Source: an optimization exercise on an open RTL-to-GDS flow (aim: small area). Production flows keep margins and buffers that such runs may drop. Function was checked by simulation only, so behaviour that the tests miss may differ from the original. Power and IR drop assume default switching activity.

==> flow/design.v <==
`timescale 1ns / 1ps
module adder#(parameter WIDTH = 9, parameter DW = 2 * WIDTH)
(
	input clk,
	input rst_n,
    input signed [DW - 1:0] a,
    input signed [DW - 1:0] b,
    output wire signed [DW - 1:0] out
);
reg [DW - 1:0] sum;
always@(posedge clk)
begin
	if(rst_n)
	begin
		if(a[DW - 1] ^ b[DW - 1] == 0)
		begin
			sum[DW - 2:0] <= b[DW - 2:0] + a[DW - 2:0];
			sum[DW - 1] <= a[DW - 1];
		end
		if(a[DW - 1] ^ b[DW - 1] == 1)
		begin
			sum[DW - 2:0] <= (b[DW - 2:0] > a[DW - 2:0])?(b[DW - 2:0] - a[DW - 2:0]):(a[DW - 2:0] - b[DW - 2:0]);
			sum[DW - 1] <= (b[DW - 2:0] > a[DW - 2:0])?(b[DW - 1]):(a[DW - 1]);
		end
	end
end
assign out = sum;
endmodule
`timescale 1ns / 1ps
module mul#(parameter WIDTH = 9)
(
	input clk,
	input rst_n,
    input signed [WIDTH - 1 : 0] a,
	input signed [WIDTH - 1 : 0] b,
	output wire [2 * WIDTH -1 : 0] out
);
wire [WIDTH - 1 : 0] mag_a = a[WIDTH - 1] ? (~a + 1'b1) : a;
wire [WIDTH - 1 : 0] mag_b = b[WIDTH - 1] ? (~b + 1'b1) : b;
wire [2 * WIDTH - 2 : 0] mag_p = mag_a * mag_b;
reg [2 * WIDTH -1 : 0] product;
always@(posedge clk)
begin
	if(rst_n)
		product <= {a[WIDTH - 1] ^ b[WIDTH - 1], mag_p};
end
assign out = product;
endmodule
`timescale 1ns / 1ps
module adder_tree#(parameter WIDTH = 9, parameter DW = 2 * WIDTH + 3)
(
    input clk,
    input rst_n,
    input [2 * WIDTH - 1:0] a0,
    input [2 * WIDTH - 1:0] a1,
    input [2 * WIDTH - 1:0] b0,
    input [2 * WIDTH - 1:0] b1,
    input [2 * WIDTH - 1:0] c0,
    input [2 * WIDTH - 1:0] c1,
    input [2 * WIDTH - 1:0] d0,
    input [2 * WIDTH - 1:0] d1,
    input [2 * WIDTH - 1:0] e,
    output [DW - 1:0] sum
);
function [DW - 1:0] ext;
    input [2 * WIDTH - 1:0] p;
    begin
        ext = {p[2 * WIDTH - 1], {(DW - 2 * WIDTH){1'b0}}, p[2 * WIDTH - 2:0]};
    end
endfunction
wire [DW - 1:0] s10;
wire [DW - 1:0] s11;
wire [DW - 1:0] s12;
wire [DW - 1:0] s13;
wire [DW - 1:0] s20;
wire [DW - 1:0] s21;
wire [DW - 1:0] s3;
reg [2 * WIDTH - 1:0] e_d1;
reg [2 * WIDTH - 1:0] e_d2;
reg [2 * WIDTH - 1:0] e_d3;
always@(posedge clk)
begin
    if(rst_n)
    begin
        e_d1 <= e;
        e_d2 <= e_d1;
        e_d3 <= e_d2;
    end
end
wire [DW - 1:0] out_buffer;
adder #(.WIDTH(WIDTH),.DW(DW)) adder_a(.clk(clk),.rst_n(rst_n),.a(ext(a0)),.b(ext(a1)),.out(s10));
adder #(.WIDTH(WIDTH),.DW(DW)) adder_b(.clk(clk),.rst_n(rst_n),.a(ext(b0)),.b(ext(b1)),.out(s11));
adder #(.WIDTH(WIDTH),.DW(DW)) adder_c(.clk(clk),.rst_n(rst_n),.a(ext(c0)),.b(ext(c1)),.out(s12));
adder #(.WIDTH(WIDTH),.DW(DW)) adder_d(.clk(clk),.rst_n(rst_n),.a(ext(d0)),.b(ext(d1)),.out(s13));
adder #(.WIDTH(WIDTH),.DW(DW)) adder_s20(.clk(clk),.rst_n(rst_n),.a(s10),.b(s11),.out(s20));
adder #(.WIDTH(WIDTH),.DW(DW)) adder_s21(.clk(clk),.rst_n(rst_n),.a(s12),.b(s13),.out(s21));
adder #(.WIDTH(WIDTH),.DW(DW)) adder_s3(.clk(clk),.rst_n(rst_n),.a(s20),.b(s21),.out(s3));
adder #(.WIDTH(WIDTH),.DW(DW)) adder_sum(.clk(clk),.rst_n(rst_n),.a(s3),.b(ext(e_d3)),.out(out_buffer));
assign sum = out_buffer;
endmodule
`timescale 1ns / 1ps
module conv_unit#(parameter WIDTH = 9, parameter DW = 2 * WIDTH + 3)
(
    input clk,
    input rst_n,
    input [WIDTH - 1:0] a00, input [WIDTH - 1:0] a01, input [WIDTH - 1:0] a02,
    input [WIDTH - 1:0] a10, input [WIDTH - 1:0] a11, input [WIDTH - 1:0] a12,
    input [WIDTH - 1:0] a20, input [WIDTH - 1:0] a21, input [WIDTH - 1:0] a22,
    input [WIDTH - 1:0] b00, input [WIDTH - 1:0] b01, input [WIDTH - 1:0] b02,
    input [WIDTH - 1:0] b10, input [WIDTH - 1:0] b11, input [WIDTH - 1:0] b12,
    input [WIDTH - 1:0] b20, input [WIDTH - 1:0] b21, input [WIDTH - 1:0] b22,
    output [DW - 1:0] out
);
wire [2 * WIDTH - 1:0] p0;
wire [2 * WIDTH - 1:0] p1;
wire [2 * WIDTH - 1:0] p2;
wire [2 * WIDTH - 1:0] p3;
wire [2 * WIDTH - 1:0] p4;
wire [2 * WIDTH - 1:0] p5;
wire [2 * WIDTH - 1:0] p6;
wire [2 * WIDTH - 1:0] p7;
wire [2 * WIDTH - 1:0] p8;
wire [DW - 1:0] out_buffer;
mul #(.WIDTH(WIDTH)) mul0(.clk(clk),.rst_n(rst_n),.a(a00),.b(b00),.out(p0));
mul #(.WIDTH(WIDTH)) mul1(.clk(clk),.rst_n(rst_n),.a(a01),.b(b01),.out(p1));
mul #(.WIDTH(WIDTH)) mul2(.clk(clk),.rst_n(rst_n),.a(a02),.b(b02),.out(p2));
mul #(.WIDTH(WIDTH)) mul3(.clk(clk),.rst_n(rst_n),.a(a10),.b(b10),.out(p3));
mul #(.WIDTH(WIDTH)) mul4(.clk(clk),.rst_n(rst_n),.a(a11),.b(b11),.out(p4));
mul #(.WIDTH(WIDTH)) mul5(.clk(clk),.rst_n(rst_n),.a(a12),.b(b12),.out(p5));
mul #(.WIDTH(WIDTH)) mul6(.clk(clk),.rst_n(rst_n),.a(a20),.b(b20),.out(p6));
mul #(.WIDTH(WIDTH)) mul7(.clk(clk),.rst_n(rst_n),.a(a21),.b(b21),.out(p7));
mul #(.WIDTH(WIDTH)) mul8(.clk(clk),.rst_n(rst_n),.a(a22),.b(b22),.out(p8));
adder_tree #(.WIDTH(WIDTH),.DW(DW)) adder_tree0(.clk(clk),.rst_n(rst_n),.a0(p0),.a1(p1),.b0(p2),.b1(p3),.c0(p4),.c1(p5),.d0(p6),.d1(p7),.e(p8),.sum(out_buffer));
assign out = out_buffer;
endmodule
`timescale 1ns / 1ps
module shift_reg#(parameter WIDTH = 9)
(
    input clk,
    input rst_n,
    input en,                
    input [WIDTH-1:0] data_in,
    output [WIDTH-1:0] data_out0,
    output [WIDTH-1:0] data_out1,
    output [WIDTH-1:0] data_out2,
    output [WIDTH-1:0] data_out3,
    output [WIDTH-1:0] data_out4,
    output [WIDTH-1:0] data_out5,
    output [WIDTH-1:0] data_out6,
    output [WIDTH-1:0] data_out7,
    output [WIDTH-1:0] data_out8
);
reg [WIDTH-1:0] r0 [31:0];
reg [WIDTH-1:0] r1 [31:0];
reg [WIDTH-1:0] r2 [31:0];
reg [WIDTH-1:0] input_buffer;
always@(posedge clk) if(rst_n && en) input_buffer <= data_in;
always@(posedge clk)
begin
	if(rst_n && en)
    begin
        r0[0] <= r0[1];     r0[1] <= r0[2];     r0[2] <= r0[3];     r0[3] <= r0[4];
        r0[4] <= r0[5];     r0[5] <= r0[6];     r0[6] <= r0[7];     r0[7] <= r0[8];
        r0[8] <= r0[9];     r0[9] <= r0[10];    r0[10] <= r0[11];   r0[11] <= r0[12];
        r0[12] <= r0[13];   r0[13] <= r0[14];   r0[14] <= r0[15];   r0[15] <= r0[16];
        r0[16] <= r0[17];   r0[17] <= r0[18];   r0[18] <= r0[19];   r0[19] <= r0[20];
        r0[20] <= r0[21];   r0[21] <= r0[22];   r0[22] <= r0[23];   r0[23] <= r0[24];
        r0[24] <= r0[25];   r0[25] <= r0[26];   r0[26] <= r0[27];   r0[27] <= r0[28];
        r0[28] <= r0[29];   r0[29] <= r0[30];   r0[30] <= r0[31];   r0[31] <= r1[0];
        r1[0] <= r1[1];     r1[1] <= r1[2];     r1[2] <= r1[3];     r1[3] <= r1[4];
        r1[4] <= r1[5];     r1[5] <= r1[6];     r1[6] <= r1[7];     r1[7] <= r1[8];
        r1[8] <= r1[9];     r1[9] <= r1[10];    r1[10] <= r1[11];   r1[11] <= r1[12];
        r1[12] <= r1[13];   r1[13] <= r1[14];   r1[14] <= r1[15];   r1[15] <= r1[16];
        r1[16] <= r1[17];   r1[17] <= r1[18];   r1[18] <= r1[19];   r1[19] <= r1[20];
        r1[20] <= r1[21];   r1[21] <= r1[22];   r1[22] <= r1[23];   r1[23] <= r1[24];
        r1[24] <= r1[25];   r1[25] <= r1[26];   r1[26] <= r1[27];   r1[27] <= r1[28];
        r1[28] <= r1[29];   r1[29] <= r1[30];   r1[30] <= r1[31];   r1[31] <= r2[0];
        r2[0] <= r2[1];     r2[1] <= r2[2];     r2[2] <= r2[3];     r2[3] <= r2[4];
        r2[4] <= r2[5];     r2[5] <= r2[6];     r2[6] <= r2[7];     r2[7] <= r2[8];
        r2[8] <= r2[9];     r2[9] <= r2[10];    r2[10] <= r2[11];   r2[11] <= r2[12];
        r2[12] <= r2[13];   r2[13] <= r2[14];   r2[14] <= r2[15];   r2[15] <= r2[16];
        r2[16] <= r2[17];   r2[17] <= r2[18];   r2[18] <= r2[19];   r2[19] <= r2[20];
        r2[20] <= r2[21];   r2[21] <= r2[22];   r2[22] <= r2[23];   r2[23] <= r2[24];
        r2[24] <= r2[25];   r2[25] <= r2[26];   r2[26] <= r2[27];   r2[27] <= r2[28];
        r2[28] <= r2[29];   r2[29] <= r2[30];   r2[30] <= r2[31];
        r2[31] <= input_buffer;
    end
end
wire [WIDTH-1:0] w0;
wire [WIDTH-1:0] w1;
wire [WIDTH-1:0] w2;
wire [WIDTH-1:0] w3;
wire [WIDTH-1:0] w4;
wire [WIDTH-1:0] w5;
wire [WIDTH-1:0] w6;
wire [WIDTH-1:0] w7;
wire [WIDTH-1:0] w8;
reg [9*WIDTH-1:0] out_buffer;
assign w0 = r0[0];
assign w1 = r0[1];
assign w2 = r0[2];
assign w3 = r1[0];
assign w4 = r1[1];
assign w5 = r1[2];
assign w6 = r2[0];
assign w7 = r2[1];
assign w8 = r2[2];
always@(*)
begin
	out_buffer = {w0,w1,w2,w3,w4,w5,w6,w7,w8};
end
assign {data_out0,data_out1,data_out2,data_out3,data_out4,data_out5,data_out6,data_out7,data_out8} = out_buffer;
endmodule
`timescale 1ns / 1ps
module conv_pe_sr#(parameter WIDTH = 9, parameter DW = 2 * WIDTH + 3)
(
    input clk,
    input rst_n,
    input [WIDTH-1:0] data_in,
    input data_valid,
    input [WIDTH-1:0] weight_in,
    input weight_valid,
    output [DW-1:0] data_out,
    output out_valid
);
reg [3:0] weight_counter;
reg [WIDTH-1:0] weight_buffer0;
reg [WIDTH-1:0] weight_buffer1;
reg [WIDTH-1:0] weight_buffer2;
reg [WIDTH-1:0] weight_buffer3;
reg [WIDTH-1:0] weight_buffer4;
reg [WIDTH-1:0] weight_buffer5;
reg [WIDTH-1:0] weight_buffer6;
reg [WIDTH-1:0] weight_buffer7;
reg [WIDTH-1:0] weight_buffer8;
reg [4:0] col_counter;
reg [1:0] row_counter;
reg [5:0] valid;
always@(posedge clk)
begin
    if(!rst_n)
        weight_counter <= 0;
    else if(weight_valid)
    begin
        case (weight_counter)
            0: weight_buffer0 <= weight_in;
            1: weight_buffer1 <= weight_in;
            2: weight_buffer2 <= weight_in;
            3: weight_buffer3 <= weight_in;
            4: weight_buffer4 <= weight_in;
            5: weight_buffer5 <= weight_in;
            6: weight_buffer6 <= weight_in;
            7: weight_buffer7 <= weight_in;
            8: weight_buffer8 <= weight_in;
            default: ;
        endcase
        weight_counter <= (weight_counter == 8) ? 0 : (weight_counter + 1);
    end
end
always@(posedge clk)
begin
    if(!rst_n)
    begin
        col_counter <= 0;
        row_counter <= 0;
    end
    else if(data_valid)
    begin
        col_counter <= col_counter + 1;
        if(col_counter == 31 && row_counter != 3)
            row_counter <= row_counter + 1;
    end
end
always@(posedge clk)
begin
    if(!rst_n)
        valid <= 6'b000000;
    else
        valid <= {valid[4:0], data_valid && (row_counter == 3) && (col_counter < 30)};
end
assign out_valid = valid[5];
wire [WIDTH-1:0] sr_out0; 
wire [WIDTH-1:0] sr_out1;
wire [WIDTH-1:0] sr_out2;
wire [WIDTH-1:0] sr_out3;
wire [WIDTH-1:0] sr_out4;
wire [WIDTH-1:0] sr_out5;
wire [WIDTH-1:0] sr_out6;
wire [WIDTH-1:0] sr_out7;
wire [WIDTH-1:0] sr_out8;
shift_reg #(.WIDTH(WIDTH)) sr0(.clk(clk),
              .rst_n(rst_n),
              .en(data_valid),
              .data_in(data_in),
              .data_out0(sr_out0),
              .data_out1(sr_out1),
              .data_out2(sr_out2),
              .data_out3(sr_out3),
              .data_out4(sr_out4),
              .data_out5(sr_out5),
              .data_out6(sr_out6),
              .data_out7(sr_out7),
              .data_out8(sr_out8));
wire [DW-1:0] sm_out;
conv_unit #(.WIDTH(WIDTH),.DW(DW)) cu0(.clk(clk),
              .rst_n(rst_n),
              .a00(sr_out0),.a01(sr_out1),.a02(sr_out2),
              .a10(sr_out3),.a11(sr_out4),.a12(sr_out5),
              .a20(sr_out6),.a21(sr_out7),.a22(sr_out8),
              .b00(weight_buffer0),.b01(weight_buffer1),.b02(weight_buffer2),
              .b10(weight_buffer3),.b11(weight_buffer4),.b12(weight_buffer5),
              .b20(weight_buffer6),.b21(weight_buffer7),.b22(weight_buffer8),
              .out(sm_out));
assign data_out = sm_out[DW-1] ? (~{1'b0, sm_out[DW-2:0]} + 1'b1) : {1'b0, sm_out[DW-2:0]};
endmodule
==> flow/run.sh <==
#!/bin/bash
# synth_recipe.tcl (not shown) runs the flow's synth.tcl, then flattens the netlist and writes it again
# the make line also repeats each setting of config.mk as NAME=value (left out here)
make -C /OpenROAD-flow-scripts/flow DESIGN_CONFIG=/design/flow/config.mk WORK_HOME=/design/flow/orfs CLKGATE_MAP_FILE= SYNTH_SCRIPT=/design/flow/synth_recipe.tcl finish
==> flow/config.mk <==
export PLATFORM = sky130hd
export DESIGN_NAME = conv_pe_sr
export DESIGN_NICKNAME = conv_pe_sr
export VERILOG_FILES = /design/flow/design.v
export SDC_FILE = /design/flow/constraint.sdc
export NUM_CORES = 8
export LEC_CHECK = 0
export CAP_MARGIN = 20
export CORE_MARGIN = 2
export CORE_UTILIZATION = 40
export SLEW_MARGIN = 20
==> flow/constraint.sdc <==
create_clock -name core_clock -period 10.0 [get_ports {clk}]
set_input_delay 2.0000 -clock core_clock [delete_from_list [all_inputs] [get_ports {clk}]]
set_output_delay 2.0000 -clock core_clock [all_outputs]
set_load 0.01 [all_outputs]
==> summary.txt <==
-- critical path, stage by stage, from the launching register on --
cell      delay [ns]
edfxtp_1        0.50
clkinv_1        0.21
ha_1            0.21
nand2_1         0.08
or3_1           0.32
or4b_2          0.77
or2_2           0.35
fa_1            0.53
inv_1           0.06
fa_1            0.48
fa_1            0.54
inv_1           0.05
fa_1            0.47
inv_1           0.04
ha_1            0.30
a21boi_0        0.16
o21ai_0         0.18
nand2b_1        0.11
a21o_1          0.20
a41o_1          0.26
o41a_1          0.33
xnor2_1         0.14
-- metal layers --
metal  track usage  share of wire  vias up
li1              -              -    26300
met5             0       0.000069        -
met4        0.0491          0.025        2
met2         0.265           0.45     1307
met1         0.240           0.47    27000
met3        0.0243          0.047      279
-- worst paths after layout --
kind                 start              endpoint  slack (ns)  depth (start not counted)
max reg2reg   sr0.r1[0][0]  cu0.mul3.product[16]        3.49                         21
min          sr0.r0[11][8]         sr0.r0[10][8]        0.38                          0
max           sr0.r1[0][0]  cu0.mul3.product[16]        3.49                         21
min reg2reg  sr0.r0[11][8]         sr0.r0[10][8]        0.38                          0
-- cell type report --
class | instances | area, um^2
Fill cell | 20000 | 121000
Multi-Input combinational cell | 4974 | 41300
Sequential cell | 1351 | 40400
Inverter | 1169 | 4390
Clock buffer | 163 | 3840
Tap cell | 2854 | 3570
Clock inverter | 108 | 1280
Timing Repair Buffer | 73 | 728
Antenna cell | 4 | 10.0
-- power by group through the flow --
stage	Combinational (mW)	Clock [mW]	Sequential [mW]
2_1_floorplan	8.34	0	7.87
3_3_place_gp	11.0	0	8.15
3_5_place_dp	11.1	0	8.17
4_1_cts	11.2	5.80	8.06
5_1_grt	12.5	6.01	8.13
6_report	11.2	5.59	8.04
-- metrics by stage --
| stage | worst slack [ns] | hold WS, ns | util | area, um^2 | cells |
|---|---|---|---|---|---|
| 2_1_floorplan | 1.10 | 0.400 | - | 86800 | 7693 |
| 3_3_place_gp | 3.56 | 0.400 | 0.417 | 90300 | 10400 |
| 3_5_place_dp | 3.54 | 0.405 | 0.417 | 90300 | 10400 |
| 4_1_cts | 3.54 | 0.360 | 0.441 | 95500 | 10700 |
| 5_1_grt | 3.21 | 0.387 | 0.441 | 95500 | 10700 |
| 6_report | 3.49 | 0.379 | 0.441 | 95500 | 10700 |
-- cell families (layout without fill, tap and decap cells) --
logic type / after synthesis / in the layout / synth area share
flops: 1351 / 1351 / 0.465
compound gates: 1206 / 1206 / 0.0934
fa+ha+maj: 1244 / 1244 / 0.219
other cells: 0 / 4 / 0
mux: 87 / 87 / 0.0104
simple gates: 1980 / 1980 / 0.105
buf+inv: 1368 / 1513 / 0.0599
xor+xnor: 457 / 457 / 0.0461
-- cells in the final DEF, fill, tap and decap left out, types with 26 or more instances in the layout --
| master | Yosys | layout |
|---|---|---|
| clkdlybuf4s50_1 | 0 | 34 |
| nor3_1 | 118 | 118 |
| a21oi_1 | 301 | 301 |
| o31ai_1 | 56 | 56 |
| a211oi_1 | 45 | 45 |
| o21a_1 | 35 | 35 |
| nand2_1 | 521 | 521 |
| or2_2 | 62 | 62 |
| ha_1 | 779 | 779 |
| fa_1 | 465 | 465 |
| and2_1 | 54 | 53 |
| clkinv_2 | 0 | 26 |
| nor2_1 | 749 | 749 |
| xor2_1 | 162 | 159 |
| a31oi_1 | 63 | 63 |
| nand2b_1 | 126 | 126 |
| o211ai_1 | 36 | 36 |
| xnor2_1 | 295 | 294 |
| edfxtp_1 | 1334 | 1334 |
| clkbuf_16 | 0 | 152 |
| nand3_1 | 77 | 77 |
| inv_1 | 1165 | 1165 |
| clkinv_1 | 3 | 29 |
| or3_1 | 37 | 37 |
| o21ai_0 | 220 | 219 |
| nand4_1 | 26 | 26 |
| mux2i_1 | 64 | 64 |
| a21o_1 | 103 | 103 |
| nor2b_1 | 90 | 90 |
| o21bai_1 | 49 | 49 |
-- registers in the layout, indices dropped and copies added (netlist names), 18 cells and up --
name                           flops
sr0.r0                           288
sr0.r1                           288
sr0.r2                           288
cu0.adder_tree0.adder_s20.sum     21
cu0.adder_tree0.adder_s21.sum     21
cu0.adder_tree0.adder_s3.sum      21
cu0.adder_tree0.adder_sum.sum     21
cu0.adder_tree0.adder_a.sum       20
cu0.adder_tree0.adder_b.sum       20
cu0.adder_tree0.adder_c.sum       20
cu0.adder_tree0.adder_d.sum       20
cu0.adder_tree0.e_d1              18
cu0.adder_tree0.e_d2              18
cu0.adder_tree0.e_d3              18
cu0.mul0.product                  18
cu0.mul1.product                  18
cu0.mul2.product                  18
cu0.mul3.product                  18
cu0.mul4.product                  18
cu0.mul5.product                  18
cu0.mul6.product                  18
cu0.mul7.product                  18
cu0.mul8.product                  18
==> results.tsv <==
stage	metric	value	unit
die	io pins	44	
synth	number of library cell types mapped by synthesis	93	
routing	routed vias/inst	5.13	
sta	Final Max Slew Viols	0	
routing	vias post-DR	54900	
global_route	leftover overflow at the end of global routing	0	
setup_path	sort of element at the end of the critical path	flip-flop	
sta	post-layout minimum cycle time	6.51	ns
global_route	number of antenna violations at the first check in global routing	9	
setup_path	nature of the critical path startpoint	flip-flop	
sta	Post-Route Skew	0.0734	ns
routing	first drt pass iteration count	6	
cells_and_area	area overhead of the layout relative to synthesis	10.0	%
power	sum of internal, switching and leakage power	24.8	mW
min_path	type of the worst min-delay path	flip-flop to flip-flop	
power	Max rail drop VDD	0.213	mV
cells_and_area	layout cells sized above 1	0.0536	
setup_path	arrival time at the worst endpoint	7.07	ns
synth	largest cells by area after synthesis	edfxtp_1 46%, ha_1 11%, fa_1 11%, inv_1 5.0%, nor2_1 3.2%	
clock_network	clock tree from TritonCTS	yes	
routing	Remaining DRCs	0	
setup_path	maximum fanout along the worst path	9	
power	switching fraction of total power	0.395	
die	area inside the core boundary	217000	um^2
synth	Cell Area, Synth	86800	um^2
power	switching power summed over all nets	9.80	mW
clock_network	clock slew at the register clock pins of the worst setup and hold paths	0.06	ns
sta	total negative setup slack	0	ns
global_route	first-pass GRT wire length	299000	um
run_status	result of the run	no timing/DRC/antenna violations	
sta	tightest slew margin relative to the limit	0.286	
synth	most numerous cell types in the synthesized netlist	1334 x edfxtp_1, 1165 x inv_1, 779 x ha_1	
global_route	Global Route Usage Sum	0.168	
sta	measured slew at the worst slew-check pin	1.07	ns
global_route	pin count of the biggest net entering global routing	204	
sta	Final Hold Vio Count	0	
synth	net count after synthesis	8959	
die	floorplan die area	221000	um^2
sta	RSZ-0062 raised after global routing	no	
clock_network	number of buffers added for setup after CTS	0	
synth	number of warnings printed during yosys synthesis	8	
routing	routed wire length per instance	17.5	um
die	effective utilization at floorplan	0.401	
clock_network	number of clock sinks	1351	
setup_path	required time reported for the critical path endpoint	10.56	ns
synth	cell taking the most area after synthesis	edfxtp_1	
global_route	vias in the first global route	54800	
die	Vert. Die Dim	470	um
clock_network	cts bufs inserted	152	
synth	sequential area share after synthesis	0.465	
sta	timing-limited maximum frequency	154	MHz
clock_network	count of instances resized after the clock tree is built	0	
synth	average cell area after synthesis	11.3	um^2
clock_network	maximum clock path buffer count	3	
cells_and_area	number of nets at the end of the flow	8987	
power	total internal power	15.0	mW
power	portion of total power attributed to the clock network	0.225	
routing	violation count after the first detailed-route iteration	4545	
die	Die Wd	470	um
synth	portion of synthesized cell area occupied by the leading cell type	0.461	
routing	post-detailed-routing wire length	187000	um
placed_design	input/output buffers	43	
run	# Max-Cap Violations	0	
setup_path	worst setup path category	flip-flop to flip-flop	
placed_design	weighted congestion at the end of routability-driven global placement	0.888	
power	Comb power frac	0.451	
placed_design	HPWL after DPL	139000	um
clock_network	# H-tree levels	4	
clock_network	Hold-fix buffers, CTS	0	
die	std cell rows	171	
synth	cell with the most instances after synthesis	edfxtp_1	
sta	# setup viols final	0	
sta	period utilisation layout	0.651	
clock_network	CTS root buffer	clkbuf_16	
synth	predominant post-synthesis flop cell	edfxtp_1	
synth	async set or reset register ratio after synthesis	0	
power	total leakage power	40.2	nW
power	Seq pwr share	0.324	
routing	number of nets still failing antenna checks after routing	0	
synth	flops & latches, synth	1351	
clock_network	worst skew pair latency	0.85	ns
synth	instance count of the mapped netlist	7693	
synth	number of flops mapped to enable cells by yosys	1334	
power	power density cells	260	nW/um^2

what the ideal ports hide:
The results above use ideal ports. As a check the final layout listed here was re-extracted and re-timed, cells and wires unchanged.
Step 1, drivers: a clkbuf_16 drives clk and a buf_2 each remaining input, both assumed.
Step 2 moves the port delays by t, midway between the first and last clock arrival at a register: inputs arrive t later, outputs are due t later. That takes back most of the time a late clock gives input paths.
a / b / c = ideal / step 1 / step 2; a / b = the first two.
shift t [ns]: 0.900
setup slack, ns: 3.489 / 3.489 / 3.489
hold slack, ns: 0.379 / 0.379 / 0.379
worst setup path after step 2: register to register
slew at the worst register clock pin (ns): 0.07 / 0.07
After both steps this run still meets setup and hold. For this run, drivers alone change the setup slack by 0.000 ns; drivers and shift together by 0.000 ns.
